Source: an optimization exercise on an open RTL-to-GDS flow (aim: small area). Production flows keep margins and buffers that such runs may drop. Function was checked by simulation only, so behaviour that the tests miss may differ from the original.

## flow/design.v (module list and top-level ports; edited modules follow where they fit)
// module Delay_Line: 34 lines
// module UpDown_Counter: 26 lines
// module Thread_Number: 33 lines
// module RAM_SDP: 46 lines
// module RAM_SDP_Multithreaded: 72 lines
// module Address_Range_Decoder_Static: 26 lines
// module Address_Range_Translator: 35 lines
// module Memory_Mapper: 56 lines
// module Multiplier_Generic: 2617 lines
// module Add_Full: 11 lines
// module Add_Half: 10 lines
// module Add_Full_One: 10 lines
// module Multiplier_Pipeline: 61 lines
module Multiplier_Pipeline
#(
    parameter WORD_WIDTH                    = 36,
    parameter CONFIG_ADDR                   = 4000,
    parameter CONFIG_ADDR_WIDTH             = 12,
    parameter THREAD_COUNT                  = 8,
    parameter RAMSTYLE                      = "MLAB"
)
(
    input   wire                            clock,
    input   wire    [CONFIG_ADDR_WIDTH-1:0] config_addr,
    input   wire                            config_signed,  
    input   wire                            config_enable,
    input   wire    [WORD_WIDTH-1:0]        A,
    input   wire                            A_wren,
    input   wire    [WORD_WIDTH-1:0]        B,
    input   wire                            B_wren,
    output  wire    [WORD_WIDTH-1:0]        R_low,
    output  wire    [WORD_WIDTH-1:0]        R_high
);
  // ...
==> flow/run.sh <==
#!/bin/bash
# synth_recipe.tcl (not shown) runs the flow's synth.tcl, then flattens the netlist and writes it again
# the make line also repeats each setting of config.mk as NAME=value (left out here)
make -C /OpenROAD-flow-scripts/flow DESIGN_CONFIG=/design/flow/config.mk WORK_HOME=/design/flow/orfs CLKGATE_MAP_FILE= SYNTH_SCRIPT=/design/flow/synth_recipe.tcl finish
==> flow/config.mk <==
export PLATFORM = sky130hd
export DESIGN_NAME = Multiplier_Pipeline
export DESIGN_NICKNAME = Multiplier_Pipeline
export VERILOG_FILES = /design/flow/design.v
export SDC_FILE = /design/flow/constraint.sdc
export NUM_CORES = 4
export LEC_CHECK = 0
export ABC_AREA = 1
export CAP_MARGIN = 20
export CORE_MARGIN = 2
export CORE_UTILIZATION = 40
export SLEW_MARGIN = 20
export SYNTH_HIERARCHICAL = 1
==> flow/constraint.sdc <==
create_clock -name core_clock -period 8.5 [get_ports {clock}]
set_input_delay 1.7000 -clock core_clock [delete_from_list [all_inputs] [get_ports {clock}]]
set_output_delay 1.7000 -clock core_clock [all_outputs]
set_load 0.01 [all_outputs]
==> flow_summary.ini, run 1 <==
[outcome]
status = finished clean

[logic_synthesis]
yosys.area_share.simple_pct = 3.15
netlist_top_cells_area = dfxtp_1 30%, fa_1 28%, xor2_1 13%
synth_ff_type = dfxtp_1

[worst_hold_path]
min_to = ring_B[7][0]
worstHoldStart = ring_B[6][0]
hold_class = reg2reg

[finish]
stdcell_count = 5248
largest_cell_class = multi-input combinational cells
diodes = 1
drive_gt1_share_pct = 11.2
clkbuf_count = 93
fin_area_um2 = 47900
multi_input_area_share_pct = 57.3

[clocking]
cts_hold_buf = 0
cts_buffers = 68

[global_route]
track_usage_pct = 24.3
grt_overflow = 0
first_global_vias = 31100
grtUsageMet2_pct = 37.5

[routing]
wirelength_um = 135000
top_layer_used = met5
met1_length_um = 51300

[setup_path]
cpMostUsedCell = fa_1
cp_top_family = adder cells
max_stage_delay_ps = 800
worst-path-buf-inv = 3
cp.arrival_ps = 8140
worst_path_max_delay_cell = o21ai_4
critPathLaunchType = flip-flop
r2r_slack_ps = 920

[placement]
pre_cts_slack_ps = 1180
placed_cells = 5122
io_buffers = 160
gp_congestion = 0.954

[timing]
period_share_pct = 89.2
==> run 2, diff against run 1 <==
--- a/flow/design.v
+++ b/flow/design.v
@@ -1275,17 +1275,17 @@
     wire fs151, fc152;
     Add_Full u_fs151 (.a(pp_15_9), .b(pp_16_7), .c(pp_17_5), .s(fs151), .co(fc152));
     wire fs153, fc154;
-    Add_Full u_fs153 (.a(pp_2_36), .b(pp_3_34), .c(pp_4_32), .s(fs153), .co(fc154));
+    Add_Full_One u_fs153 (.a(pp_2_36), .b(pp_3_34), .s(fs153), .co(fc154));
     wire fs155, fc156;
-    Add_Full u_fs155 (.a(pp_5_30), .b(pp_6_28), .c(pp_7_26), .s(fs155), .co(fc156));
+    Add_Full u_fs155 (.a(pp_4_32), .b(pp_5_30), .c(pp_6_28), .s(fs155), .co(fc156));
     wire fs157, fc158;
-    Add_Full u_fs157 (.a(pp_8_24), .b(pp_9_22), .c(pp_10_20), .s(fs157), .co(fc158));
+    Add_Full u_fs157 (.a(pp_7_26), .b(pp_8_24), .c(pp_9_22), .s(fs157), .co(fc158));
     wire fs159, fc160;
-    Add_Full u_fs159 (.a(pp_11_18), .b(pp_12_16), .c(pp_13_14), .s(fs159), .co(fc160));
+    Add_Full u_fs159 (.a(pp_10_20), .b(pp_11_18), .c(pp_12_16), .s(fs159), .co(fc160));
     wire fs161, fc162;
-    Add_Full u_fs161 (.a(pp_14_12), .b(pp_15_10), .c(pp_16_8), .s(fs161), .co(fc162));
+    Add_Full u_fs161 (.a(pp_13_14), .b(pp_14_12), .c(pp_15_10), .s(fs161), .co(fc162));
     wire hs163, hc164;
-    Add_Half u_hs163 (.a(pp_17_6), .b(cr_4), .s(hs163), .co(hc164));
+    Add_Half u_hs163 (.a(pp_16_8), .b(pp_17_6), .s(hs163), .co(hc164));
     wire fs165, fc166;
     Add_Full u_fs165 (.a(se5), .b(pp_3_35), .c(pp_4_33), .s(fs165), .co(fc166));
     wire fs167, fc168;
@@ -1297,15 +1297,15 @@
     wire fs173, fc174;
     Add_Full u_fs173 (.a(pp_14_13), .b(pp_15_11), .c(pp_16_9), .s(fs173), .co(fc174));
     wire fs175, fc176;
-    Add_Full u_fs175 (.a(pp_3_36), .b(pp_4_34), .c(pp_5_32), .s(fs175), .co(fc176));
+    Add_Full_One u_fs175 (.a(pp_3_36), .b(pp_4_34), .s(fs175), .co(fc176));
     wire fs177, fc178;
-    Add_Full u_fs177 (.a(pp_6_30), .b(pp_7_28), .c(pp_8_26), .s(fs177), .co(fc178));
+    Add_Full u_fs177 (.a(pp_5_32), .b(pp_6_30), .c(pp_7_28), .s(fs177), .co(fc178));
     wire fs179, fc180;
-    Add_Full u_fs179 (.a(pp_9_24), .b(pp_10_22), .c(pp_11_20), .s(fs179), .co(fc180));
+    Add_Full u_fs179 (.a(pp_8_26), .b(pp_9_24), .c(pp_10_22), .s(fs179), .co(fc180));
     wire fs181, fc182;
-    Add_Full u_fs181 (.a(pp_12_18), .b(pp_13_16), .c(pp_14_14), .s(fs181), .co(fc182));
+    Add_Full u_fs181 (.a(pp_11_20), .b(pp_12_18), .c(pp_13_16), .s(fs181), .co(fc182));
     wire hs183, hc184;
-    Add_Half u_hs183 (.a(pp_15_12), .b(pp_16_10), .s(hs183), .co(hc184));
+    Add_Half u_hs183 (.a(pp_14_14), .b(pp_15_12), .s(hs183), .co(hc184));
     wire fs185, fc186;
     Add_Full u_fs185 (.a(se6), .b(pp_4_35), .c(pp_5_33), .s(fs185), .co(fc186));
     wire fs187, fc188;
@@ -1315,13 +1315,13 @@
     wire fs191, fc192;
     Add_Full u_fs191 (.a(pp_12_19), .b(pp_13_17), .c(pp_14_15), .s(fs191), .co(fc192));
     wire fs193, fc194;
-    Add_Full u_fs193 (.a(pp_4_36), .b(pp_5_34), .c(pp_6_32), .s(fs193), .co(fc194));
+    Add_Full_One u_fs193 (.a(pp_4_36), .b(pp_5_34), .s(fs193), .co(fc194));
     wire fs195, fc196;
-    Add_Full u_fs195 (.a(pp_7_30), .b(pp_8_28), .c(pp_9_26), .s(fs195), .co(fc196));
+    Add_Full u_fs195 (.a(pp_6_32), .b(pp_7_30), .c(pp_8_28), .s(fs195), .co(fc196));
     wire fs197, fc198;
-    Add_Full u_fs197 (.a(pp_10_24), .b(pp_11_22), .c(pp_12_20), .s(fs197), .co(fc198));
+    Add_Full u_fs197 (.a(pp_9_26), .b(pp_10_24), .c(pp_11_22), .s(fs197), .co(fc198));
     wire hs199, hc200;
-    Add_Half u_hs199 (.a(pp_13_18), .b(pp_14_16), .s(hs199), .co(hc200));
+    Add_Half u_hs199 (.a(pp_12_20), .b(pp_13_18), .s(hs199), .co(hc200));
     wire fs201, fc202;
     Add_Full u_fs201 (.a(se7), .b(pp_5_35), .c(pp_6_33), .s(fs201), .co(fc202));
     wire fs203, fc204;
@@ -1329,23 +1329,23 @@
     wire fs205, fc206;
     Add_Full u_fs205 (.a(pp_10_25), .b(pp_11_23), .c(pp_12_21), .s(fs205), .co(fc206));
     wire fs207, fc208;
-    Add_Full u_fs207 (.a(pp_5_36), .b(pp_6_34), .c(pp_7_32), .s(fs207), .co(fc208));
+    Add_Full_One u_fs207 (.a(pp_5_36), .b(pp_6_34), .s(fs207), .co(fc208));
     wire fs209, fc210;
-    Add_Full u_fs209 (.a(pp_8_30), .b(pp_9_28), .c(pp_10_26), .s(fs209), .co(fc210));
+    Add_Full u_fs209 (.a(pp_7_32), .b(pp_8_30), .c(pp_9_28), .s(fs209), .co(fc210));
     wire hs211, hc212;
-    Add_Half u_hs211 (.a(pp_11_24), .b(pp_12_22), .s(hs211), .co(hc212));
+    Add_Half u_hs211 (.a(pp_10_26), .b(pp_11_24), .s(hs211), .co(hc212));
     wire fs213, fc214;
     Add_Full u_fs213 (.a(se8), .b(pp_6_35), .c(pp_7_33), .s(fs213), .co(fc214));
     wire fs215, fc216;
     Add_Full u_fs215 (.a(pp_8_31), .b(pp_9_29), .c(pp_10_27), .s(fs215), .co(fc216));
     wire fs217, fc218;
-    Add_Full u_fs217 (.a(pp_6_36), .b(pp_7_34), .c(pp_8_32), .s(fs217), .co(fc218));
+    Add_Full_One u_fs217 (.a(pp_6_36), .b(pp_7_34), .s(fs217), .co(fc218));
     wire hs219, hc220;
-    Add_Half u_hs219 (.a(pp_9_30), .b(pp_10_28), .s(hs219), .co(hc220));
+    Add_Half u_hs219 (.a(pp_8_32), .b(pp_9_30), .s(hs219), .co(hc220));
     wire fs221, fc222;
     Add_Full u_fs221 (.a(se9), .b(pp_7_35), .c(pp_8_33), .s(fs221), .co(fc222));
     wire hs223, hc224;
-    Add_Half u_hs223 (.a(pp_7_36), .b(pp_8_34), .s(hs223), .co(hc224));
+    Add_Half u_hs223 (.a(1'b1), .b(pp_7_36), .s(hs223), .co(hc224));
     wire hs225, hc226;
     Add_Half u_hs225 (.a(pp_0_16), .b(pp_1_14), .s(hs225), .co(hc226));
     wire hs227, hc228;
@@ -1515,7 +1515,7 @@
     wire fs391, fc392;
     Add_Full u_fs391 (.a(fs145), .b(fs147), .c(fs149), .s(fs391), .co(fc392));
     wire fs393, fc394;
-    Add_Full_One u_fs393 (.a(fc142), .b(fc144), .s(fs393), .co(fc394));
+    Add_Full u_fs393 (.a(cr_4), .b(fc142), .c(fc144), .s(fs393), .co(fc394));
     wire fs395, fc396;
     Add_Full u_fs395 (.a(fc146), .b(fc148), .c(fc150), .s(fs395), .co(fc396));
     wire fs397, fc398;
@@ -1531,7 +1531,7 @@
     wire fs407, fc408;
     Add_Full u_fs407 (.a(fs167), .b(fs169), .c(fs171), .s(fs407), .co(fc408));
     wire fs409, fc410;
-    Add_Full_One u_fs409 (.a(pp_17_8), .b(cr_6), .s(fs409), .co(fc410));
+    Add_Full u_fs409 (.a(pp_16_10), .b(pp_17_8), .c(cr_6), .s(fs409), .co(fc410));
     wire fs411, fc412;
     Add_Full u_fs411 (.a(fc166), .b(fc168), .c(fc170), .s(fs411), .co(fc412));
     wire fs413, fc414;
@@ -1547,9 +1547,9 @@
     wire fs423, fc424;
     Add_Full u_fs423 (.a(fs185), .b(fs187), .c(fs189), .s(fs423), .co(fc424));
     wire fs425, fc426;
-    Add_Full u_fs425 (.a(pp_15_14), .b(pp_16_12), .c(pp_17_10), .s(fs425), .co(fc426));
+    Add_Full u_fs425 (.a(pp_14_16), .b(pp_15_14), .c(pp_16_12), .s(fs425), .co(fc426));
     wire fs427, fc428;
-    Add_Full_One u_fs427 (.a(cr_8), .b(fc186), .s(fs427), .co(fc428));
+    Add_Full u_fs427 (.a(pp_17_10), .b(cr_8), .c(fc186), .s(fs427), .co(fc428));
     wire fs429, fc430;
     Add_Full u_fs429 (.a(fc188), .b(fc190), .c(fc192), .s(fs429), .co(fc430));
     wire fs431, fc432;
@@ -1563,11 +1563,11 @@
     wire fs439, fc440;
     Add_Full u_fs439 (.a(hc200), .b(fs201), .c(fs203), .s(fs439), .co(fc440));
     wire fs441, fc442;
-    Add_Full u_fs441 (.a(pp_13_20), .b(pp_14_18), .c(pp_15_16), .s(fs441), .co(fc442));
+    Add_Full u_fs441 (.a(pp_12_22), .b(pp_13_20), .c(pp_14_18), .s(fs441), .co(fc442));
     wire fs443, fc444;
-    Add_Full u_fs443 (.a(pp_16_14), .b(pp_17_12), .c(cr_10), .s(fs443), .co(fc444));
+    Add_Full u_fs443 (.a(pp_15_16), .b(pp_16_14), .c(pp_17_12), .s(fs443), .co(fc444));
     wire fs445, fc446;
-    Add_Full_One u_fs445 (.a(fc202), .b(fc204), .s(fs445), .co(fc446));
+    Add_Full u_fs445 (.a(cr_10), .b(fc202), .c(fc204), .s(fs445), .co(fc446));
     wire fs447, fc448;
     Add_Full u_fs447 (.a(fc206), .b(fs207), .c(fs209), .s(fs447), .co(fc448));
     wire fs449, fc450;
@@ -1579,11 +1579,11 @@
     wire fs455, fc456;
     Add_Full u_fs455 (.a(fc210), .b(hc212), .c(fs213), .s(fs455), .co(fc456));
     wire fs457, fc458;
-    Add_Full u_fs457 (.a(pp_11_26), .b(pp_12_24), .c(pp_13_22), .s(fs457), .co(fc458));
+    Add_Full u_fs457 (.a(pp_10_28), .b(pp_11_26), .c(pp_12_24), .s(fs457), .co(fc458));
     wire fs459, fc460;
-    Add_Full u_fs459 (.a(pp_14_20), .b(pp_15_18), .c(pp_16_16), .s(fs459), .co(fc460));
+    Add_Full u_fs459 (.a(pp_13_22), .b(pp_14_20), .c(pp_15_18), .s(fs459), .co(fc460));
     wire fs461, fc462;
-    Add_Full_One u_fs461 (.a(pp_17_14), .b(cr_12), .s(fs461), .co(fc462));
+    Add_Full u_fs461 (.a(pp_16_16), .b(pp_17_14), .c(cr_12), .s(fs461), .co(fc462));
     wire fs463, fc464;
     Add_Full u_fs463 (.a(fc214), .b(fc216), .c(fs217), .s(fs463), .co(fc464));
     wire fs465, fc466;
@@ -1595,13 +1595,13 @@
     wire fs471, fc472;
     Add_Full u_fs471 (.a(cr_13), .b(fc218), .c(hc220), .s(fs471), .co(fc472));
     wire fs473, fc474;
-    Add_Full u_fs473 (.a(pp_9_32), .b(pp_10_30), .c(pp_11_28), .s(fs473), .co(fc474));
+    Add_Full u_fs473 (.a(pp_8_34), .b(pp_9_32), .c(pp_10_30), .s(fs473), .co(fc474));
     wire fs475, fc476;
-    Add_Full u_fs475 (.a(pp_12_26), .b(pp_13_24), .c(pp_14_22), .s(fs475), .co(fc476));
+    Add_Full u_fs475 (.a(pp_11_28), .b(pp_12_26), .c(pp_13_24), .s(fs475), .co(fc476));
     wire fs477, fc478;
-    Add_Full u_fs477 (.a(pp_15_20), .b(pp_16_18), .c(pp_17_16), .s(fs477), .co(fc478));
+    Add_Full u_fs477 (.a(pp_14_22), .b(pp_15_20), .c(pp_16_18), .s(fs477), .co(fc478));
     wire fs479, fc480;
-    Add_Full_One u_fs479 (.a(cr_14), .b(fc222), .s(fs479), .co(fc480));
+    Add_Full u_fs479 (.a(pp_17_16), .b(cr_14), .c(fc222), .s(fs479), .co(fc480));
     wire fs481, fc482;
     Add_Full u_fs481 (.a(se10), .b(pp_8_35), .c(pp_9_33), .s(fs481), .co(fc482));
     wire fs483, fc484;
@@ -1611,13 +1611,13 @@
     wire fs487, fc488;
     Add_Full u_fs487 (.a(pp_16_19), .b(pp_17_17), .c(cr_15), .s(fs487), .co(fc488));
     wire fs489, fc490;
-    Add_Full u_fs489 (.a(pp_8_36), .b(pp_9_34), .c(pp_10_32), .s(fs489), .co(fc490));
+    Add_Full_One u_fs489 (.a(pp_8_36), .b(pp_9_34), .s(fs489), .co(fc490));
     wire fs491, fc492;
-    Add_Full u_fs491 (.a(pp_11_30), .b(pp_12_28), .c(pp_13_26), .s(fs491), .co(fc492));
+    Add_Full u_fs491 (.a(pp_10_32), .b(pp_11_30), .c(pp_12_28), .s(fs491), .co(fc492));
     wire fs493, fc494;
-    Add_Full u_fs493 (.a(pp_14_24), .b(pp_15_22), .c(pp_16_20), .s(fs493), .co(fc494));
+    Add_Full u_fs493 (.a(pp_13_26), .b(pp_14_24), .c(pp_15_22), .s(fs493), .co(fc494));
     wire hs495, hc496;
-    Add_Half u_hs495 (.a(pp_17_18), .b(cr_16), .s(hs495), .co(hc496));
+    Add_Half u_hs495 (.a(pp_16_20), .b(pp_17_18), .s(hs495), .co(hc496));
     wire fs497, fc498;
     Add_Full u_fs497 (.a(se11), .b(pp_9_35), .c(pp_10_33), .s(fs497), .co(fc498));
     wire fs499, fc500;
@@ -1625,23 +1625,23 @@
     wire fs501, fc502;
     Add_Full u_fs501 (.a(pp_14_25), .b(pp_15_23), .c(pp_16_21), .s(fs501), .co(fc502));
     wire fs503, fc504;
-    Add_Full u_fs503 (.a(pp_9_36), .b(pp_10_34), .c(pp_11_32), .s(fs503), .co(fc504));
+    Add_Full_One u_fs503 (.a(pp_9_36), .b(pp_10_34), .s(fs503), .co(fc504));
     wire fs505, fc506;
-    Add_Full u_fs505 (.a(pp_12_30), .b(pp_13_28), .c(pp_14_26), .s(fs505), .co(fc506));
+    Add_Full u_fs505 (.a(pp_11_32), .b(pp_12_30), .c(pp_13_28), .s(fs505), .co(fc506));
     wire hs507, hc508;
-    Add_Half u_hs507 (.a(pp_15_24), .b(pp_16_22), .s(hs507), .co(hc508));
+    Add_Half u_hs507 (.a(pp_14_26), .b(pp_15_24), .s(hs507), .co(hc508));
     wire fs509, fc510;
     Add_Full u_fs509 (.a(se12), .b(pp_10_35), .c(pp_11_33), .s(fs509), .co(fc510));
     wire fs511, fc512;
     Add_Full u_fs511 (.a(pp_12_31), .b(pp_13_29), .c(pp_14_27), .s(fs511), .co(fc512));
     wire fs513, fc514;
-    Add_Full u_fs513 (.a(pp_10_36), .b(pp_11_34), .c(pp_12_32), .s(fs513), .co(fc514));
+    Add_Full_One u_fs513 (.a(pp_10_36), .b(pp_11_34), .s(fs513), .co(fc514));
     wire hs515, hc516;
-    Add_Half u_hs515 (.a(pp_13_30), .b(pp_14_28), .s(hs515), .co(hc516));
+    Add_Half u_hs515 (.a(pp_12_32), .b(pp_13_30), .s(hs515), .co(hc516));
     wire fs517, fc518;
     Add_Full u_fs517 (.a(se13), .b(pp_11_35), .c(pp_12_33), .s(fs517), .co(fc518));
     wire hs519, hc520;
-    Add_Half u_hs519 (.a(pp_11_36), .b(pp_12_34), .s(hs519), .co(hc520));
+    Add_Half u_hs519 (.a(1'b1), .b(pp_11_36), .s(hs519), .co(hc520));
     wire hs521, hc522;
     Add_Half u_hs521 (.a(pp_0_10), .b(pp_1_8), .s(hs521), .co(hc522));
     wire hs523, hc524;
@@ -1883,7 +1883,7 @@
     wire fs759, fc760;
     Add_Full u_fs759 (.a(fs485), .b(fs487), .c(fc480), .s(fs759), .co(fc760));
     wire fs761, fc762;
-    Add_Full_One u_fs761 (.a(fc482), .b(fc484), .s(fs761), .co(fc762));
+    Add_Full u_fs761 (.a(cr_16), .b(fc482), .c(fc484), .s(fs761), .co(fc762));
     wire fs763, fc764;
     Add_Full u_fs763 (.a(fc486), .b(fc488), .c(fs489), .s(fs763), .co(fc764));
     wire fs765, fc766;
@@ -1895,7 +1895,7 @@
     wire fs771, fc772;
     Add_Full u_fs771 (.a(fs497), .b(fs499), .c(fs501), .s(fs771), .co(fc772));
     wire fs773, fc774;
-    Add_Full_One u_fs773 (.a(pp_17_20), .b(cr_18), .s(fs773), .co(fc774));
+    Add_Full u_fs773 (.a(pp_16_22), .b(pp_17_20), .c(cr_18), .s(fs773), .co(fc774));
     wire fs775, fc776;
     Add_Full u_fs775 (.a(fc498), .b(fc500), .c(fc502), .s(fs775), .co(fc776));
     wire fs777, fc778;
@@ -1907,9 +1907,9 @@
     wire fs783, fc784;
     Add_Full u_fs783 (.a(hc508), .b(fs509), .c(fs511), .s(fs783), .co(fc784));
     wire fs785, fc786;
-    Add_Full u_fs785 (.a(pp_15_26), .b(pp_16_24), .c(pp_17_22), .s(fs785), .co(fc786));
+    Add_Full u_fs785 (.a(pp_14_28), .b(pp_15_26), .c(pp_16_24), .s(fs785), .co(fc786));
     wire fs787, fc788;
-    Add_Full_One u_fs787 (.a(cr_20), .b(fc510), .s(fs787), .co(fc788));
+    Add_Full u_fs787 (.a(pp_17_22), .b(cr_20), .c(fc510), .s(fs787), .co(fc788));
     wire fs789, fc790;
     Add_Full u_fs789 (.a(fc512), .b(fs513), .c(hs515), .s(fs789), .co(fc790));
     wire fs791, fc792;
@@ -1919,11 +1919,11 @@
     wire fs795, fc796;
     Add_Full u_fs795 (.a(fc514), .b(hc516), .c(fs517), .s(fs795), .co(fc796));
     wire fs797, fc798;
-    Add_Full u_fs797 (.a(pp_13_32), .b(pp_14_30), .c(pp_15_28), .s(fs797), .co(fc798));
+    Add_Full u_fs797 (.a(pp_12_34), .b(pp_13_32), .c(pp_14_30), .s(fs797), .co(fc798));
     wire fs799, fc800;
-    Add_Full u_fs799 (.a(pp_16_26), .b(pp_17_24), .c(cr_22), .s(fs799), .co(fc800));
+    Add_Full u_fs799 (.a(pp_15_28), .b(pp_16_26), .c(pp_17_24), .s(fs799), .co(fc800));
     wire fs801, fc802;
-    Add_Full_One u_fs801 (.a(fc518), .b(hs519), .s(fs801), .co(fc802));
+    Add_Full u_fs801 (.a(cr_22), .b(fc518), .c(hs519), .s(fs801), .co(fc802));
     wire fs803, fc804;
     Add_Full u_fs803 (.a(se14), .b(pp_12_35), .c(pp_13_33), .s(fs803), .co(fc804));
     wire fs805, fc806;
@@ -1931,23 +1931,23 @@
     wire fs807, fc808;
     Add_Full u_fs807 (.a(pp_17_25), .b(cr_23), .c(hc520), .s(fs807), .co(fc808));
     wire fs809, fc810;
-    Add_Full u_fs809 (.a(pp_12_36), .b(pp_13_34), .c(pp_14_32), .s(fs809), .co(fc810));
+    Add_Full_One u_fs809 (.a(pp_12_36), .b(pp_13_34), .s(fs809), .co(fc810));
     wire fs811, fc812;
-    Add_Full u_fs811 (.a(pp_15_30), .b(pp_16_28), .c(pp_17_26), .s(fs811), .co(fc812));
+    Add_Full u_fs811 (.a(pp_14_32), .b(pp_15_30), .c(pp_16_28), .s(fs811), .co(fc812));
     wire hs813, hc814;
-    Add_Half u_hs813 (.a(cr_24), .b(1'b1), .s(hs813), .co(hc814));
+    Add_Half u_hs813 (.a(pp_17_26), .b(cr_24), .s(hs813), .co(hc814));
     wire fs815, fc816;
     Add_Full u_fs815 (.a(se15), .b(pp_13_35), .c(pp_14_33), .s(fs815), .co(fc816));
     wire fs817, fc818;
     Add_Full u_fs817 (.a(pp_15_31), .b(pp_16_29), .c(pp_17_27), .s(fs817), .co(fc818));
     wire fs819, fc820;
-    Add_Full u_fs819 (.a(pp_13_36), .b(pp_14_34), .c(pp_15_32), .s(fs819), .co(fc820));
+    Add_Full_One u_fs819 (.a(pp_13_36), .b(pp_14_34), .s(fs819), .co(fc820));
     wire hs821, hc822;
-    Add_Half u_hs821 (.a(pp_16_30), .b(pp_17_28), .s(hs821), .co(hc822));
+    Add_Half u_hs821 (.a(pp_15_32), .b(pp_16_30), .s(hs821), .co(hc822));
     wire fs823, fc824;
     Add_Full u_fs823 (.a(se16), .b(pp_14_35), .c(pp_15_33), .s(fs823), .co(fc824));
     wire hs825, hc826;
-    Add_Half u_hs825 (.a(pp_14_36), .b(pp_15_34), .s(hs825), .co(hc826));
+    Add_Half u_hs825 (.a(1'b1), .b(pp_14_36), .s(hs825), .co(hc826));
     wire hs827, hc828;
     Add_Half u_hs827 (.a(pp_0_6), .b(pp_1_4), .s(hs827), .co(hc828));
     wire hs829, hc830;
@@ -2169,7 +2169,7 @@
     wire fs1045, fc1046;
     Add_Full u_fs1045 (.a(hc814), .b(fs815), .c(fs817), .s(fs1045), .co(fc1046));
     wire fs1047, fc1048;
-    Add_Full_One u_fs1047 (.a(cr_26), .b(fc816), .s(fs1047), .co(fc1048));
+    Add_Full u_fs1047 (.a(pp_17_28), .b(cr_26), .c(fc816), .s(fs1047), .co(fc1048));
     wire fs1049, fc1050;
     Add_Full u_fs1049 (.a(fc818), .b(fs819), .c(hs821), .s(fs1049), .co(fc1050));
     wire fs1051, fc1052;
@@ -2177,21 +2177,21 @@
     wire fs1053, fc1054;
     Add_Full u_fs1053 (.a(fc820), .b(hc822), .c(fs823), .s(fs1053), .co(fc1054));
     wire fs1055, fc1056;
-    Add_Full u_fs1055 (.a(pp_16_32), .b(pp_17_30), .c(cr_28), .s(fs1055), .co(fc1056));
+    Add_Full u_fs1055 (.a(pp_15_34), .b(pp_16_32), .c(pp_17_30), .s(fs1055), .co(fc1056));
     wire fs1057, fc1058;
-    Add_Full_One u_fs1057 (.a(fc824), .b(hs825), .s(fs1057), .co(fc1058));
+    Add_Full u_fs1057 (.a(cr_28), .b(fc824), .c(hs825), .s(fs1057), .co(fc1058));
     wire fs1059, fc1060;
     Add_Full u_fs1059 (.a(se17), .b(pp_15_35), .c(pp_16_33), .s(fs1059), .co(fc1060));
     wire fs1061, fc1062;
     Add_Full u_fs1061 (.a(pp_17_31), .b(cr_29), .c(hc826), .s(fs1061), .co(fc1062));
     wire fs1063, fc1064;
-    Add_Full u_fs1063 (.a(pp_15_36), .b(pp_16_34), .c(pp_17_32), .s(fs1063), .co(fc1064));
+    Add_Full_One u_fs1063 (.a(pp_15_36), .b(pp_16_34), .s(fs1063), .co(fc1064));
     wire hs1065, hc1066;
-    Add_Half u_hs1065 (.a(cr_30), .b(1'b1), .s(hs1065), .co(hc1066));
+    Add_Half u_hs1065 (.a(pp_17_32), .b(cr_30), .s(hs1065), .co(hc1066));
     wire fs1067, fc1068;
     Add_Full u_fs1067 (.a(se18), .b(pp_16_35), .c(pp_17_33), .s(fs1067), .co(fc1068));
     wire hs1069, hc1070;
-    Add_Half u_hs1069 (.a(pp_16_36), .b(pp_17_34), .s(hs1069), .co(hc1070));
+    Add_Half u_hs1069 (.a(1'b1), .b(pp_16_36), .s(hs1069), .co(hc1070));
     wire hs1071, hc1072;
     Add_Half u_hs1071 (.a(pp_0_4), .b(pp_1_2), .s(hs1071), .co(hc1072));
     wire hs1073, hc1074;
@@ -2321,11 +2321,11 @@
     wire fs1197, fc1198;
     Add_Full u_fs1197 (.a(cr_31), .b(fc1064), .c(hc1066), .s(fs1197), .co(fc1198));
     wire fs1199, fc1200;
-    Add_Full_One u_fs1199 (.a(cr_32), .b(fc1068), .s(fs1199), .co(fc1200));
+    Add_Full u_fs1199 (.a(pp_17_34), .b(cr_32), .c(fc1068), .s(fs1199), .co(fc1200));
     wire fs1201, fc1202;
     Add_Full u_fs1201 (.a(se19), .b(pp_17_35), .c(cr_33), .s(fs1201), .co(fc1202));
     wire hs1203, hc1204;
-    Add_Half u_hs1203 (.a(pp_17_36), .b(cr_34), .s(hs1203), .co(hc1204));
+    Add_Half u_hs1203 (.a(1'b1), .b(pp_17_36), .s(hs1203), .co(hc1204));
     wire hs1205, hc1206;
     Add_Half u_hs1205 (.a(pp_0_2), .b(pp_1_0), .s(hs1205), .co(hc1206));
     wire hs1207, hc1208;
@@ -2463,11 +2463,10 @@
     wire fs1339, fc1340;
     Add_Full u_fs1339 (.a(hc1070), .b(fs1201), .c(fc1200), .s(fs1339), .co(fc1340));
     wire fs1341, fc1342;
-    Add_Full_One u_fs1341 (.a(fc1202), .b(hs1203), .s(fs1341), .co(fc1342));
+    Add_Full u_fs1341 (.a(cr_34), .b(fc1202), .c(hs1203), .s(fs1341), .co(fc1342));
     wire fs1343, fc1344;
     Add_Full u_fs1343 (.a(se20), .b(cr_35), .c(hc1204), .s(fs1343), .co(fc1344));
-    wire cp_0, cg_0;
-    Add_Half u_cp_0 (.a(pp_0_0), .b(neg_0), .s(cp_0), .co(cg_0));
+    wire cg_0 = pp_0_0 & neg_0;
     wire cp_2, cg_2;
     Add_Half u_cp_2 (.a(neg_1), .b(hs1205), .s(cp_2), .co(cg_2));
     wire cp_3, cg_3;
@@ -2609,7 +2608,6 @@
     wire cp_71, cg_71;
     Add_Half u_cp_71 (.a(fc1342), .b(fs1343), .s(cp_71), .co(cg_71));
     wire pg_u0_1 = 1'b0 | (pp_0_1 & cg_0);
-    wire pp_u0_1 = pp_0_1 & cp_0;
     wire pg_u0_3 = cg_3 | (cp_3 & cg_2);
     wire pp_u0_3 = cp_3 & cp_2;
     wire pg_u0_5 = cg_5 | (cp_5 & cg_4);
@@ -2681,7 +2679,6 @@
     wire pg_u0_71 = cg_71 | (cp_71 & cg_70);
     wire pp_u0_71 = cp_71 & cp_70;
     wire pg_u1_3 = pg_u0_3 | (pp_u0_3 & pg_u0_1);
-    wire pp_u1_3 = pp_u0_3 & pp_u0_1;
     wire pg_u1_7 = pg_u0_7 | (pp_u0_7 & pg_u0_5);
     wire pp_u1_7 = pp_u0_7 & pp_u0_5;
     wire pg_u1_11 = pg_u0_11 | (pp_u0_11 & pg_u0_9);
@@ -2717,7 +2714,6 @@
     wire pg_u1_71 = pg_u0_71 | (pp_u0_71 & pg_u0_69);
     wire pp_u1_71 = pp_u0_71 & pp_u0_69;
     wire pg_u2_7 = pg_u1_7 | (pp_u1_7 & pg_u1_3);
-    wire pp_u2_7 = pp_u1_7 & pp_u1_3;
     wire pg_u2_15 = pg_u1_15 | (pp_u1_15 & pg_u1_11);
     wire pp_u2_15 = pp_u1_15 & pp_u1_11;
     wire pg_u2_23 = pg_u1_23 | (pp_u1_23 & pg_u1_19);
@@ -2735,7 +2731,6 @@
     wire pg_u2_71 = pg_u1_71 | (pp_u1_71 & pg_u1_67);
     wire pp_u2_71 = pp_u1_71 & pp_u1_67;
     wire pg_u3_15 = pg_u2_15 | (pp_u2_15 & pg_u2_7);
-    wire pp_u3_15 = pp_u2_15 & pp_u2_7;
     wire pg_u3_31 = pg_u2_31 | (pp_u2_31 & pg_u2_23);
     wire pp_u3_31 = pp_u2_31 & pp_u2_23;
     wire pg_u3_47 = pg_u2_47 | (pp_u2_47 & pg_u2_39);
@@ -2743,214 +2738,146 @@
     wire pg_u3_63 = pg_u2_63 | (pp_u2_63 & pg_u2_55);
     wire pp_u3_63 = pp_u2_63 & pp_u2_55;
     wire pg_u4_31 = pg_u3_31 | (pp_u3_31 & pg_u3_15);
-    wire pp_u4_31 = pp_u3_31 & pp_u3_15;
     wire pg_u4_63 = pg_u3_63 | (pp_u3_63 & pg_u3_47);
     wire pp_u4_63 = pp_u3_63 & pp_u3_47;
     wire pg_u5_63 = pg_u4_63 | (pp_u4_63 & pg_u4_31);
-    wire pp_u5_63 = pp_u4_63 & pp_u4_31;
     wire pg_d9_47 = pg_u3_47 | (pp_u3_47 & pg_u4_31);
-    wire pp_d9_47 = pp_u3_47 & pp_u4_31;
     wire pg_d10_23 = pg_u2_23 | (pp_u2_23 & pg_u3_15);
-    wire pp_d10_23 = pp_u2_23 & pp_u3_15;
     wire pg_d10_39 = pg_u2_39 | (pp_u2_39 & pg_u4_31);
-    wire pp_d10_39 = pp_u2_39 & pp_u4_31;
     wire pg_d10_55 = pg_u2_55 | (pp_u2_55 & pg_d9_47);
-    wire pp_d10_55 = pp_u2_55 & pp_d9_47;
     wire pg_d10_71 = pg_u2_71 | (pp_u2_71 & pg_u5_63);
-    wire pp_d10_71 = pp_u2_71 & pp_u5_63;
     wire pg_d11_11 = pg_u1_11 | (pp_u1_11 & pg_u2_7);
-    wire pp_d11_11 = pp_u1_11 & pp_u2_7;
     wire pg_d11_19 = pg_u1_19 | (pp_u1_19 & pg_u3_15);
-    wire pp_d11_19 = pp_u1_19 & pp_u3_15;
     wire pg_d11_27 = pg_u1_27 | (pp_u1_27 & pg_d10_23);
-    wire pp_d11_27 = pp_u1_27 & pp_d10_23;
     wire pg_d11_35 = pg_u1_35 | (pp_u1_35 & pg_u4_31);
-    wire pp_d11_35 = pp_u1_35 & pp_u4_31;
     wire pg_d11_43 = pg_u1_43 | (pp_u1_43 & pg_d10_39);
-    wire pp_d11_43 = pp_u1_43 & pp_d10_39;
     wire pg_d11_51 = pg_u1_51 | (pp_u1_51 & pg_d9_47);
-    wire pp_d11_51 = pp_u1_51 & pp_d9_47;
     wire pg_d11_59 = pg_u1_59 | (pp_u1_59 & pg_d10_55);
-    wire pp_d11_59 = pp_u1_59 & pp_d10_55;
     wire pg_d11_67 = pg_u1_67 | (pp_u1_67 & pg_u5_63);
-    wire pp_d11_67 = pp_u1_67 & pp_u5_63;
     wire pg_d12_5 = pg_u0_5 | (pp_u0_5 & pg_u1_3);
-    wire pp_d12_5 = pp_u0_5 & pp_u1_3;
     wire pg_d12_9 = pg_u0_9 | (pp_u0_9 & pg_u2_7);
-    wire pp_d12_9 = pp_u0_9 & pp_u2_7;
     wire pg_d12_13 = pg_u0_13 | (pp_u0_13 & pg_d11_11);
-    wire pp_d12_13 = pp_u0_13 & pp_d11_11;
     wire pg_d12_17 = pg_u0_17 | (pp_u0_17 & pg_u3_15);
-    wire pp_d12_17 = pp_u0_17 & pp_u3_15;
     wire pg_d12_21 = pg_u0_21 | (pp_u0_21 & pg_d11_19);
-    wire pp_d12_21 = pp_u0_21 & pp_d11_19;
     wire pg_d12_25 = pg_u0_25 | (pp_u0_25 & pg_d10_23);
-    wire pp_d12_25 = pp_u0_25 & pp_d10_23;
     wire pg_d12_29 = pg_u0_29 | (pp_u0_29 & pg_d11_27);
-    wire pp_d12_29 = pp_u0_29 & pp_d11_27;
     wire pg_d12_33 = pg_u0_33 | (pp_u0_33 & pg_u4_31);
-    wire pp_d12_33 = pp_u0_33 & pp_u4_31;
     wire pg_d12_37 = pg_u0_37 | (pp_u0_37 & pg_d11_35);
-    wire pp_d12_37 = pp_u0_37 & pp_d11_35;
     wire pg_d12_41 = pg_u0_41 | (pp_u0_41 & pg_d10_39);
-    wire pp_d12_41 = pp_u0_41 & pp_d10_39;
     wire pg_d12_45 = pg_u0_45 | (pp_u0_45 & pg_d11_43);
-    wire pp_d12_45 = pp_u0_45 & pp_d11_43;
     wire pg_d12_49 = pg_u0_49 | (pp_u0_49 & pg_d9_47);
-    wire pp_d12_49 = pp_u0_49 & pp_d9_47;
     wire pg_d12_53 = pg_u0_53 | (pp_u0_53 & pg_d11_51);
-    wire pp_d12_53 = pp_u0_53 & pp_d11_51;
     wire pg_d12_57 = pg_u0_57 | (pp_u0_57 & pg_d10_55);
-    wire pp_d12_57 = pp_u0_57 & pp_d10_55;
     wire pg_d12_61 = pg_u0_61 | (pp_u0_61 & pg_d11_59);
-    wire pp_d12_61 = pp_u0_61 & pp_d11_59;
     wire pg_d12_65 = pg_u0_65 | (pp_u0_65 & pg_u5_63);
-    wire pp_d12_65 = pp_u0_65 & pp_u5_63;
     wire pg_d12_69 = pg_u0_69 | (pp_u0_69 & pg_d11_67);
-    wire pp_d12_69 = pp_u0_69 & pp_d11_67;
     wire pg_d13_2 = cg_2 | (cp_2 & pg_u0_1);
-    wire pp_d13_2 = cp_2 & pp_u0_1;
     wire pg_d13_4 = cg_4 | (cp_4 & pg_u1_3);
-    wire pp_d13_4 = cp_4 & pp_u1_3;
     wire pg_d13_6 = cg_6 | (cp_6 & pg_d12_5);
-    wire pp_d13_6 = cp_6 & pp_d12_5;
     wire pg_d13_8 = cg_8 | (cp_8 & pg_u2_7);
-    wire pp_d13_8 = cp_8 & pp_u2_7;
     wire pg_d13_10 = cg_10 | (cp_10 & pg_d12_9);
-    wire pp_d13_10 = cp_10 & pp_d12_9;
     wire pg_d13_12 = cg_12 | (cp_12 & pg_d11_11);
-    wire pp_d13_12 = cp_12 & pp_d11_11;
     wire pg_d13_14 = cg_14 | (cp_14 & pg_d12_13);
-    wire pp_d13_14 = cp_14 & pp_d12_13;
     wire pg_d13_16 = cg_16 | (cp_16 & pg_u3_15);
-    wire pp_d13_16 = cp_16 & pp_u3_15;
     wire pg_d13_18 = cg_18 | (cp_18 & pg_d12_17);
-    wire pp_d13_18 = cp_18 & pp_d12_17;
     wire pg_d13_20 = cg_20 | (cp_20 & pg_d11_19);
-    wire pp_d13_20 = cp_20 & pp_d11_19;
     wire pg_d13_22 = cg_22 | (cp_22 & pg_d12_21);
-    wire pp_d13_22 = cp_22 & pp_d12_21;
     wire pg_d13_24 = cg_24 | (cp_24 & pg_d10_23);
-    wire pp_d13_24 = cp_24 & pp_d10_23;
     wire pg_d13_26 = cg_26 | (cp_26 & pg_d12_25);
-    wire pp_d13_26 = cp_26 & pp_d12_25;
     wire pg_d13_28 = cg_28 | (cp_28 & pg_d11_27);
-    wire pp_d13_28 = cp_28 & pp_d11_27;
     wire pg_d13_30 = cg_30 | (cp_30 & pg_d12_29);
-    wire pp_d13_30 = cp_30 & pp_d12_29;
     wire pg_d13_32 = cg_32 | (cp_32 & pg_u4_31);
-    wire pp_d13_32 = cp_32 & pp_u4_31;
     wire pg_d13_34 = cg_34 | (cp_34 & pg_d12_33);
-    wire pp_d13_34 = cp_34 & pp_d12_33;
     wire pg_d13_36 = cg_36 | (cp_36 & pg_d11_35);
-    wire pp_d13_36 = cp_36 & pp_d11_35;
     wire pg_d13_38 = cg_38 | (cp_38 & pg_d12_37);
-    wire pp_d13_38 = cp_38 & pp_d12_37;
     wire pg_d13_40 = cg_40 | (cp_40 & pg_d10_39);
-    wire pp_d13_40 = cp_40 & pp_d10_39;
     wire pg_d13_42 = cg_42 | (cp_42 & pg_d12_41);
-    wire pp_d13_42 = cp_42 & pp_d12_41;
     wire pg_d13_44 = cg_44 | (cp_44 & pg_d11_43);
-    wire pp_d13_44 = cp_44 & pp_d11_43;
     wire pg_d13_46 = cg_46 | (cp_46 & pg_d12_45);
-    wire pp_d13_46 = cp_46 & pp_d12_45;
     wire pg_d13_48 = cg_48 | (cp_48 & pg_d9_47);
-    wire pp_d13_48 = cp_48 & pp_d9_47;
     wire pg_d13_50 = cg_50 | (cp_50 & pg_d12_49);
-    wire pp_d13_50 = cp_50 & pp_d12_49;
     wire pg_d13_52 = cg_52 | (cp_52 & pg_d11_51);
-    wire pp_d13_52 = cp_52 & pp_d11_51;
     wire pg_d13_54 = cg_54 | (cp_54 & pg_d12_53);
-    wire pp_d13_54 = cp_54 & pp_d12_53;
     wire pg_d13_56 = cg_56 | (cp_56 & pg_d10_55);
-    wire pp_d13_56 = cp_56 & pp_d10_55;
     wire pg_d13_58 = cg_58 | (cp_58 & pg_d12_57);
-    wire pp_d13_58 = cp_58 & pp_d12_57;
     wire pg_d13_60 = cg_60 | (cp_60 & pg_d11_59);
-    wire pp_d13_60 = cp_60 & pp_d11_59;
     wire pg_d13_62 = cg_62 | (cp_62 & pg_d12_61);
-    wire pp_d13_62 = cp_62 & pp_d12_61;
     wire pg_d13_64 = cg_64 | (cp_64 & pg_u5_63);
-    wire pp_d13_64 = cp_64 & pp_u5_63;
     wire pg_d13_66 = cg_66 | (cp_66 & pg_d12_65);
-    wire pp_d13_66 = cp_66 & pp_d12_65;
     wire pg_d13_68 = cg_68 | (cp_68 & pg_d11_67);
-    wire pp_d13_68 = cp_68 & pp_d11_67;
     wire pg_d13_70 = cg_70 | (cp_70 & pg_d12_69);
-    wire pp_d13_70 = cp_70 & pp_d12_69;
-    wire sum_1 = pp_0_1 ^ cg_0;
-    wire sum_2 = cp_2 ^ pg_u0_1;
-    wire sum_3 = cp_3 ^ pg_d13_2;
-    wire sum_4 = cp_4 ^ pg_u1_3;
-    wire sum_5 = cp_5 ^ pg_d13_4;
-    wire sum_6 = cp_6 ^ pg_d12_5;
-    wire sum_7 = cp_7 ^ pg_d13_6;
-    wire sum_8 = cp_8 ^ pg_u2_7;
-    wire sum_9 = cp_9 ^ pg_d13_8;
-    wire sum_10 = cp_10 ^ pg_d12_9;
-    wire sum_11 = cp_11 ^ pg_d13_10;
-    wire sum_12 = cp_12 ^ pg_d11_11;
-    wire sum_13 = cp_13 ^ pg_d13_12;
-    wire sum_14 = cp_14 ^ pg_d12_13;
-    wire sum_15 = cp_15 ^ pg_d13_14;
-    wire sum_16 = cp_16 ^ pg_u3_15;
-    wire sum_17 = cp_17 ^ pg_d13_16;
-    wire sum_18 = cp_18 ^ pg_d12_17;
-    wire sum_19 = cp_19 ^ pg_d13_18;
-    wire sum_20 = cp_20 ^ pg_d11_19;
-    wire sum_21 = cp_21 ^ pg_d13_20;
-    wire sum_22 = cp_22 ^ pg_d12_21;
-    wire sum_23 = cp_23 ^ pg_d13_22;
-    wire sum_24 = cp_24 ^ pg_d10_23;
-    wire sum_25 = cp_25 ^ pg_d13_24;
-    wire sum_26 = cp_26 ^ pg_d12_25;
-    wire sum_27 = cp_27 ^ pg_d13_26;
-    wire sum_28 = cp_28 ^ pg_d11_27;
-    wire sum_29 = cp_29 ^ pg_d13_28;
-    wire sum_30 = cp_30 ^ pg_d12_29;
-    wire sum_31 = cp_31 ^ pg_d13_30;
-    wire sum_32 = cp_32 ^ pg_u4_31;
-    wire sum_33 = cp_33 ^ pg_d13_32;
-    wire sum_34 = cp_34 ^ pg_d12_33;
-    wire sum_35 = cp_35 ^ pg_d13_34;
-    wire sum_36 = cp_36 ^ pg_d11_35;
-    wire sum_37 = cp_37 ^ pg_d13_36;
-    wire sum_38 = cp_38 ^ pg_d12_37;
-    wire sum_39 = cp_39 ^ pg_d13_38;
-    wire sum_40 = cp_40 ^ pg_d10_39;
-    wire sum_41 = cp_41 ^ pg_d13_40;
-    wire sum_42 = cp_42 ^ pg_d12_41;
-    wire sum_43 = cp_43 ^ pg_d13_42;
-    wire sum_44 = cp_44 ^ pg_d11_43;
-    wire sum_45 = cp_45 ^ pg_d13_44;
-    wire sum_46 = cp_46 ^ pg_d12_45;
-    wire sum_47 = cp_47 ^ pg_d13_46;
-    wire sum_48 = cp_48 ^ pg_d9_47;
-    wire sum_49 = cp_49 ^ pg_d13_48;
-    wire sum_50 = cp_50 ^ pg_d12_49;
-    wire sum_51 = cp_51 ^ pg_d13_50;
-    wire sum_52 = cp_52 ^ pg_d11_51;
-    wire sum_53 = cp_53 ^ pg_d13_52;
-    wire sum_54 = cp_54 ^ pg_d12_53;
-    wire sum_55 = cp_55 ^ pg_d13_54;
-    wire sum_56 = cp_56 ^ pg_d10_55;
-    wire sum_57 = cp_57 ^ pg_d13_56;
-    wire sum_58 = cp_58 ^ pg_d12_57;
-    wire sum_59 = cp_59 ^ pg_d13_58;
-    wire sum_60 = cp_60 ^ pg_d11_59;
-    wire sum_61 = cp_61 ^ pg_d13_60;
-    wire sum_62 = cp_62 ^ pg_d12_61;
-    wire sum_63 = cp_63 ^ pg_d13_62;
-    wire sum_64 = cp_64 ^ pg_u5_63;
-    wire sum_65 = cp_65 ^ pg_d13_64;
-    wire sum_66 = cp_66 ^ pg_d12_65;
-    wire sum_67 = cp_67 ^ pg_d13_66;
-    wire sum_68 = cp_68 ^ pg_d11_67;
-    wire sum_69 = cp_69 ^ pg_d13_68;
-    wire sum_70 = cp_70 ^ pg_d12_69;
-    wire sum_71 = cp_71 ^ pg_d13_70;
-    wire [71:0] result = {sum_71, sum_70, sum_69, sum_68, sum_67, sum_66, sum_65, sum_64, sum_63, sum_62, sum_61, sum_60, sum_59, sum_58, sum_57, sum_56, sum_55, sum_54, sum_53, sum_52, sum_51, sum_50, sum_49, sum_48, sum_47, sum_46, sum_45, sum_44, sum_43, sum_42, sum_41, sum_40, sum_39, sum_38, sum_37, sum_36, sum_35, sum_34, sum_33, sum_32, sum_31, sum_30, sum_29, sum_28, sum_27, sum_26, sum_25, sum_24, sum_23, sum_22, sum_21, sum_20, sum_19, sum_18, sum_17, sum_16, sum_15, sum_14, sum_13, sum_12, sum_11, sum_10, sum_9, sum_8, sum_7, sum_6, sum_5, sum_4, sum_3, sum_2, sum_1, cp_0};
-    assign {R_high, R_low} = result;
+    assign R_low[0] = pp_0_0 ^ neg_0;
+    assign R_low[1] = pp_0_1 ^ cg_0;
+    assign R_low[2] = cp_2 ^ pg_u0_1;
+    assign R_low[3] = cp_3 ^ pg_d13_2;
+    assign R_low[4] = cp_4 ^ pg_u1_3;
+    assign R_low[5] = cp_5 ^ pg_d13_4;
+    assign R_low[6] = cp_6 ^ pg_d12_5;
+    assign R_low[7] = cp_7 ^ pg_d13_6;
+    assign R_low[8] = cp_8 ^ pg_u2_7;
+    assign R_low[9] = cp_9 ^ pg_d13_8;
+    assign R_low[10] = cp_10 ^ pg_d12_9;
+    assign R_low[11] = cp_11 ^ pg_d13_10;
+    assign R_low[12] = cp_12 ^ pg_d11_11;
+    assign R_low[13] = cp_13 ^ pg_d13_12;
+    assign R_low[14] = cp_14 ^ pg_d12_13;
+    assign R_low[15] = cp_15 ^ pg_d13_14;
+    assign R_low[16] = cp_16 ^ pg_u3_15;
+    assign R_low[17] = cp_17 ^ pg_d13_16;
+    assign R_low[18] = cp_18 ^ pg_d12_17;
+    assign R_low[19] = cp_19 ^ pg_d13_18;
+    assign R_low[20] = cp_20 ^ pg_d11_19;
+    assign R_low[21] = cp_21 ^ pg_d13_20;
+    assign R_low[22] = cp_22 ^ pg_d12_21;
+    assign R_low[23] = cp_23 ^ pg_d13_22;
+    assign R_low[24] = cp_24 ^ pg_d10_23;
+    assign R_low[25] = cp_25 ^ pg_d13_24;
+    assign R_low[26] = cp_26 ^ pg_d12_25;
+    assign R_low[27] = cp_27 ^ pg_d13_26;
+    assign R_low[28] = cp_28 ^ pg_d11_27;
+    assign R_low[29] = cp_29 ^ pg_d13_28;
+    assign R_low[30] = cp_30 ^ pg_d12_29;
+    assign R_low[31] = cp_31 ^ pg_d13_30;
+    assign R_low[32] = cp_32 ^ pg_u4_31;
+    assign R_low[33] = cp_33 ^ pg_d13_32;
+    assign R_low[34] = cp_34 ^ pg_d12_33;
+    assign R_low[35] = cp_35 ^ pg_d13_34;
+    assign R_high[0] = cp_36 ^ pg_d11_35;
+    assign R_high[1] = cp_37 ^ pg_d13_36;
+    assign R_high[2] = cp_38 ^ pg_d12_37;
+    assign R_high[3] = cp_39 ^ pg_d13_38;
+    assign R_high[4] = cp_40 ^ pg_d10_39;
+    assign R_high[5] = cp_41 ^ pg_d13_40;
+    assign R_high[6] = cp_42 ^ pg_d12_41;
+    assign R_high[7] = cp_43 ^ pg_d13_42;
+    assign R_high[8] = cp_44 ^ pg_d11_43;
+    assign R_high[9] = cp_45 ^ pg_d13_44;
+    assign R_high[10] = cp_46 ^ pg_d12_45;
+    assign R_high[11] = cp_47 ^ pg_d13_46;
+    assign R_high[12] = cp_48 ^ pg_d9_47;
+    assign R_high[13] = cp_49 ^ pg_d13_48;
+    assign R_high[14] = cp_50 ^ pg_d12_49;
+    assign R_high[15] = cp_51 ^ pg_d13_50;
+    assign R_high[16] = cp_52 ^ pg_d11_51;
+    assign R_high[17] = cp_53 ^ pg_d13_52;
+    assign R_high[18] = cp_54 ^ pg_d12_53;
+    assign R_high[19] = cp_55 ^ pg_d13_54;
+    assign R_high[20] = cp_56 ^ pg_d10_55;
+    assign R_high[21] = cp_57 ^ pg_d13_56;
+    assign R_high[22] = cp_58 ^ pg_d12_57;
+    assign R_high[23] = cp_59 ^ pg_d13_58;
+    assign R_high[24] = cp_60 ^ pg_d11_59;
+    assign R_high[25] = cp_61 ^ pg_d13_60;
+    assign R_high[26] = cp_62 ^ pg_d12_61;
+    assign R_high[27] = cp_63 ^ pg_d13_62;
+    assign R_high[28] = cp_64 ^ pg_u5_63;
+    assign R_high[29] = cp_65 ^ pg_d13_64;
+    assign R_high[30] = cp_66 ^ pg_d12_65;
+    assign R_high[31] = cp_67 ^ pg_d13_66;
+    assign R_high[32] = cp_68 ^ pg_d11_67;
+    assign R_high[33] = cp_69 ^ pg_d13_68;
+    assign R_high[34] = cp_70 ^ pg_d12_69;
+    assign R_high[35] = cp_71 ^ pg_d13_70;
 endmodule
 module Add_Full
 (
--- a/flow/config.mk
+++ b/flow/config.mk
@@ -8,6 +8,9 @@
 export ABC_AREA = 1
 export CAP_MARGIN = 20
 export CORE_MARGIN = 2
-export CORE_UTILIZATION = 40
+export CORE_UTILIZATION = 60
+export CTS_BUF_LIST = sky130_fd_sc_hd__clkbuf_16
+export CTS_CLUSTER_DIAMETER = 100
+export CTS_CLUSTER_SIZE = 30
 export SLEW_MARGIN = 20
 export SYNTH_HIERARCHICAL = 1
==> run 2 against run 1 <==
  * Worst setup slack got worse by 350 ps
  * Die area decreased by 34%
  * First-iteration DRC count increased by 0.43%
  * Final cell count decreased by 11%
  * Via count increased by 1.1%
  * Critical path depth increased by 1
  * Critical path type unchanged
==> flow_summary.ini, run 2 <==
[worst_hold_path]
worstHoldStart = ring_B[1][19]
hold_class = reg2reg

[logic_synthesis]
yosysMostFrequentCell = xor2_1
syn_inst = 3756
synth_edf_count = 0
yosys-top-cells-count = 666 x xor2_1, 656 x dfxtp_1, 647 x o22ai_1
netlist_top_cells_area = dfxtp_1 31%, fa_1 28%, xor2_1 14%
synth_area_leader_cell = dfxtp_1
synth-seq-area-share_pct = 30.9
synth_ff_type = dfxtp_1
netlist.area_leader.share_pct = 30.9
syn_area_per_cell_um2 = 11.3
synth-async-reset-ratio_pct = 0
synth_warnings = 13
netlist-cell-type-count = 41
netlist_area_um2 = 42500
synth_seq_cells = 656

[clocking]
cts_root_buf = clkbuf_16
clk_pin_slew_ps = 100
cts_resized = 0
cts_buffers = 28
cts_max_path_buffers = 3
cts_tree = yes
cts_setup_buffers = 0
cts.sinks = 656
cts_hold_buf = 0
htreeDepth = 1
worst_skew_pair.late_latency_ps = 620

[routing]
wirelength_um = 130000
drtIter0Drc = 3487
drc = 0
viasPerCell = 6.52
wl_per_cell_um = 28.1
vias = 30300
ant_nets = 0
dr.pass1.iters = 6

[setup_path]
cp_max_fo = 36
r2r_start = ring_B[7][3]
cp.required_ps = 8990
cp.arrival_ps = 8420
startpoint = ring_B[7][3]
cp_top_family = adder cells
max_stage_delay_ps = 820
worst-setup-path-type = reg2reg
end_kind = flip-flop
worst_path_max_delay_cell = dfxtp_2
critPathLaunchType = flip-flop
worst-path-buf-inv = 2

[global_route]
grt_overflow = 0
first_global_vias = 32600
grt_first_pass_wirelength_um = 199000
antenna_found_initial = 3
grt_max_degree = 41
track_usage_pct = 36.0

[timing]
maxSlewHeadroom_pct = 20.7
worstMarginPinSlew_ps = 1190
maxSlewViolCount = 0
setup_tns_ps = 0
period_share_pct = 93.4
hold_viol = 0
rsz0062_at_grt = false
period_needed_ps = 7940
whs_ps = 316
finClkSkew_ps = 28.6
fin_ws_ps = 564
setup_viol = 0
fmax_mhz = 126

[placement]
place_area_um2 = 44500
pre_cts_slack_ps = 712
hpwlAfterDp_um = 87100
placed_cells = 4611
gp_congestion = 0.988
io_buffers = 160

[run]
maxCapViolations = 0

[finish]
syn_to_final_growth_pct = 6.76
fin_area_um2 = 45400
top_regs = ring_A x288, ring_B x288
final_common_cell = xor2_1
utilization_pct = 64.7
stdcell_count = 4647
drive_gt1_share_pct = 8.12
final_cell_mix = 666 x xor2_1, 647 x o22ai_1, 638 x dfxtp_1
fin_nets = 4559

[floorplanning]
fp.dieW_um = 270
dieHeight_um = 270
io_pins = 161
core_um2 = 70100
dieArea_um2 = 73000
initial_utilization_pct = 60.6
row_count = 97

[outcome]
status = finished clean
-- run 2: logic make-up after synthesis --
group                      share of synthesized area, %
muxes                                              2.44
adders and majority gates                          33.2
DFF                                                30.9
and+or+nand+nor                                    3.06
buffers and inverters                              4.96
other                                           0.00882
AOI/OAI and AO/OA                                  11.0
xor gates and xnor gates                           14.4
-- run 2: Yosys stat by module, one instance, submodules excluded, a selection --
module	cells inside	cell area [um^2]	times used
Multiplier_Pipeline	758	14400	1
Add_Full_One	5	27.5	11
Add_Full	1	20.0	601
Add_Half	1	12.5	120
-- run 2: metal layers --
layer  GRT usage [%]  wire, um  up-vias
met2            55.3     57700     2221
met4            20.6      8820        4
met5               0        18        -
met1            46.0     48300    15000
met3            10.0     15600      599
li1                -         -    12400
-- run 2: area by class of cell --
class                   instances  area (um^2)
inverters                     179          672
well taps                     940         1180
clock inverters                 6          139
multi-input cells            2602        27400
clock buffers                  29          726
flip-flops and latches        656        13200
repair buffers                234         2160
fillers                      5586        24700
diodes                          1         2.50
-- run 2: path summary, 6_finish.rpt --
check | cells after the start | to | slack (ps)
worst max-delay path | 28 | R_high_reg[11] | 560
worst max register to register | 28 | R_high_reg[11] | 560
worst min register to register | 0 | ring_B[2][19] | 320
worst min-delay path | 0 | ring_B[2][19] | 320
==> run 3, diff against run 2 <==
==> flow/flow/run.sh (new file) <==
#!/bin/bash
# The standard layout (standard.sh: standard synthesis and ORFS steps),
# with the smallest buffer (buf_1) on every input and output port instead of
# the one buffer_ports picks by default (passed to ORFS's global placement step
# through BUFFER_PORTS_ARGS). The make output goes to standard.log; ORFS's
# per-step logs stay under orfs/logs/.
set -euo pipefail
export BUFFER_PORTS_ARGS="-buffer_cell sky130_fd_sc_hd__buf_1"
bash standard.sh > standard.log 2>&1
==> flow/standard.sh (new file) <==
#!/bin/bash
# synth_recipe.tcl (not shown) runs the flow's synth.tcl, then flattens the netlist and writes it again
# the make line also repeats each setting of config.mk as NAME=value (left out here)
make -C /OpenROAD-flow-scripts/flow DESIGN_CONFIG=/design/flow/config.mk WORK_HOME=/design/flow/orfs CLKGATE_MAP_FILE= SYNTH_SCRIPT=/design/flow/synth_recipe.tcl "${@:-finish}"
removed: flow/run.sh
==> run 3 against run 2 <==
  * Worst setup slack improved by 200 ps
  * Still clean on timing, DRC and antenna
  * Die area is the same
  * First-iteration DRC count up 3.0%
  * Critical path type unchanged
  * Clock skew increased by 8.1 ps
  * Final cell count increased by 0.52%
==> flow_summary.ini, run 3 <==
[logic_synthesis]
synth-seq-area-share_pct = 30.9
synth-async-reset-ratio_pct = 0
netlist.area_leader.share_pct = 30.9
synth_edf_count = 0
syn_inst = 3756
netlist_top_cells_area = dfxtp_1 31%, fa_1 28%, xor2_1 14%
synth_ff_type = dfxtp_1
netlist-cell-type-count = 41
synth_seq_cells = 656
syn_area_per_cell_um2 = 11.3
synth_area_leader_cell = dfxtp_1
netlist_area_um2 = 42500
yosysMostFrequentCell = xor2_1
synth_warnings = 13
yosys-top-cells-count = 666 x xor2_1, 656 x dfxtp_1, 647 x o22ai_1

[finish]
utilization_pct = 63.6
fin_nets = 4579
fin_area_um2 = 44600
final_common_cell = xor2_1
final_cell_mix = 666 x xor2_1, 647 x o22ai_1, 638 x dfxtp_1
fillers = 5666
stdcell_count = 4671
syn_to_final_growth_pct = 4.91
drive_gt1_share_pct = 8.72
top_regs = ring_A x288, ring_B x288

[routing]
wirelength_um = 129000
viasPerCell = 6.43
drc = 0
ant_nets = 0
dr.pass1.iters = 6
vias = 30100
drtIter0Drc = 3590
wl_per_cell_um = 27.7

[floorplanning]
dieArea_um2 = 73000
core_um2 = 70100
row_count = 97
io_pins = 161
fp.dieW_um = 270
dieHeight_um = 270
initial_utilization_pct = 60.6

[setup_path]
worst-setup-path-type = reg2reg
worst-path-buf-inv = 4
cp_top_family = adder cells
worst_path_max_delay_cell = inv_2
cp.required_ps = 9080
cp.arrival_ps = 8320
r2r_slack_ps = 760
cp_max_fo = 36
critPathLaunchType = flip-flop
cpMostUsedCell = fa_1
end_kind = flip-flop
max_stage_delay_ps = 630

[placement]
placed_cells = 4629
hpwlAfterDp_um = 88300
io_buffers = 160
gp_congestion = 1.02
place_area_um2 = 43700

[timing]
hold_viol = 0
setup_viol = 0
period_share_pct = 91.0
finClkSkew_ps = 36.7
maxSlewViolCount = 0
whs_ps = 288
worstMarginPinSlew_ps = 1260
fmax_mhz = 129
maxSlewHeadroom_pct = 15.7
period_needed_ps = 7740
rsz0062_at_grt = false
setup_tns_ps = 0

[clocking]
cts_buffers = 29
cts_max_path_buffers = 3
cts_resized = 0
cts_hold_buf = 0
clk_pin_slew_ps = 110
worst_skew_pair.late_latency_ps = 660
cts_setup_buffers = 0
cts.sinks = 656
htreeDepth = 1
cts_tree = yes
cts_root_buf = clkbuf_16

[global_route]
track_usage_pct = 35.7
grt-busiest-layer = met2
grt_first_pass_wirelength_um = 198000
grtUsageMet2_pct = 55.0
first_global_vias = 31700
antenna_found_initial = 3
grt_use_met1_pct = 46.8
grt_overflow = 0
grt_max_degree = 41
grtUsageMet3_pct = 8.70

[run]
maxCapViolations = 0

[worst_hold_path]
hold_class = reg2reg

[outcome]
status = finished clean
run 3: cell counts after synthesis:
No cell type changed its count.
run 3: logic make-up (layout without fill, tap and decap cells):
| group | Yosys count | count (layout) | synth area share, % |
|---|---|---|---|
| adder cells (fa/ha/maj) | 769 | 769 | 33.2 |
| buffers and inverters | 502 | 471 | 4.96 |
| other | 1 | 7 | 0.00882 |
| AO/OA/AOI/OAI | 746 | 746 | 11.0 |
| multiplexers | 72 | 72 | 2.44 |
| AND/OR/NAND/NOR | 309 | 309 | 3.06 |
| XOR/XNOR | 701 | 701 | 14.4 |
| flip-flops | 656 | 656 | 30.9 |
run 3: per-stage QoR:
step	setup WS (ps)
4_1_cts	978
3_5_place_dp	990
5_1_grt	416
6_report	762
3_3_place_gp	1160
2_1_floorplan	2380
run 3: worst reg2reg max path, delay by kind of cell, from the launching register on:
family	cells	cell delay [ps]
AND/OR/NAND/NOR	13	1690
AO/OA/AOI/OAI	2	540
adder cells (fa/ha/maj)	8	3440
XOR/XNOR	2	370
buffers and inverters	4	1220
flip-flops	1	390
run 3: final timing paths:
kind / to / cells past startpoint / startpoint
worst min-delay path: ring_B[2][17] / 0 / ring_B[1][17]
worst max-delay path: R_high_reg[35] / 29 / ring_B[7][9]
worst max register to register: R_high_reg[35] / 29 / ring_B[7][9]
worst min register to register: ring_B[2][17] / 0 / ring_B[1][17]
run 3: per-layer routing:
layer	wire length, um	share of wire, %	up-vias
met3	14600	11	523
met1	49100	38	15000
met5	34	0.026	-
met4	8590	6.6	4
met2	57100	44	2080
li1	-	-	12500
run 3: cell type report:
cell class | count | area [um^2] | share of cell area, %
Multi-Input combinational cell | 2602 | 27400 | 61.4
Sequential cell | 656 | 13200 | 29.5
Timing Repair Buffer | 253 | 1300 | 2.92
Tap cell | 940 | 1180 | 2.64
Clock buffer | 29 | 726 | 1.63
Inverter | 179 | 672 | 1.51
Clock inverter | 10 | 199 | 0.446
Antenna cell | 2 | 5.00 | 0.0112
run 3: per-module statistics from Yosys (local to each module, per instance), a selection:
module	times used	cells
Add_Full	601	1
Multiplier_Pipeline	1	758
Add_Half	120	1
Add_Full_One	11	5

port drivers added, routing unchanged:
In the flow no input, the clock included, has a driving cell. The finished layouts below were timed again as built, in two steps.
Step 1 (the two cells are an assumption about what drives the block):
set clk [get_ports {clock}]
set_driving_cell -lib_cell sky130_fd_sc_hd__clkbuf_16 $clk
set_driving_cell -lib_cell sky130_fd_sc_hd__buf_2 [delete_from_list [all_inputs] $clk]
Step 2 also shifts input and output timing later by t, the mid clock arrival at the registers, as if the neighbouring blocks saw the same clock.
a / b / c = ideal ports / drivers / drivers and shift; a / b = the first two.
| run | t (ns) | setup slack, ns | clock arrival spread, ns |
|---|---|---|---|
| run 1 | 0.703 | 0.919 / 0.919 / 0.919 | 0.035 / 0.035 |
| run 2 | 0.683 | 0.564 / 0.564 / 0.564 | 0.033 / 0.033 |
| run 3 | 0.710 | 0.762 / 0.762 / 0.762 | 0.038 / 0.039 |
After both steps setup and hold are still met in every run listed.
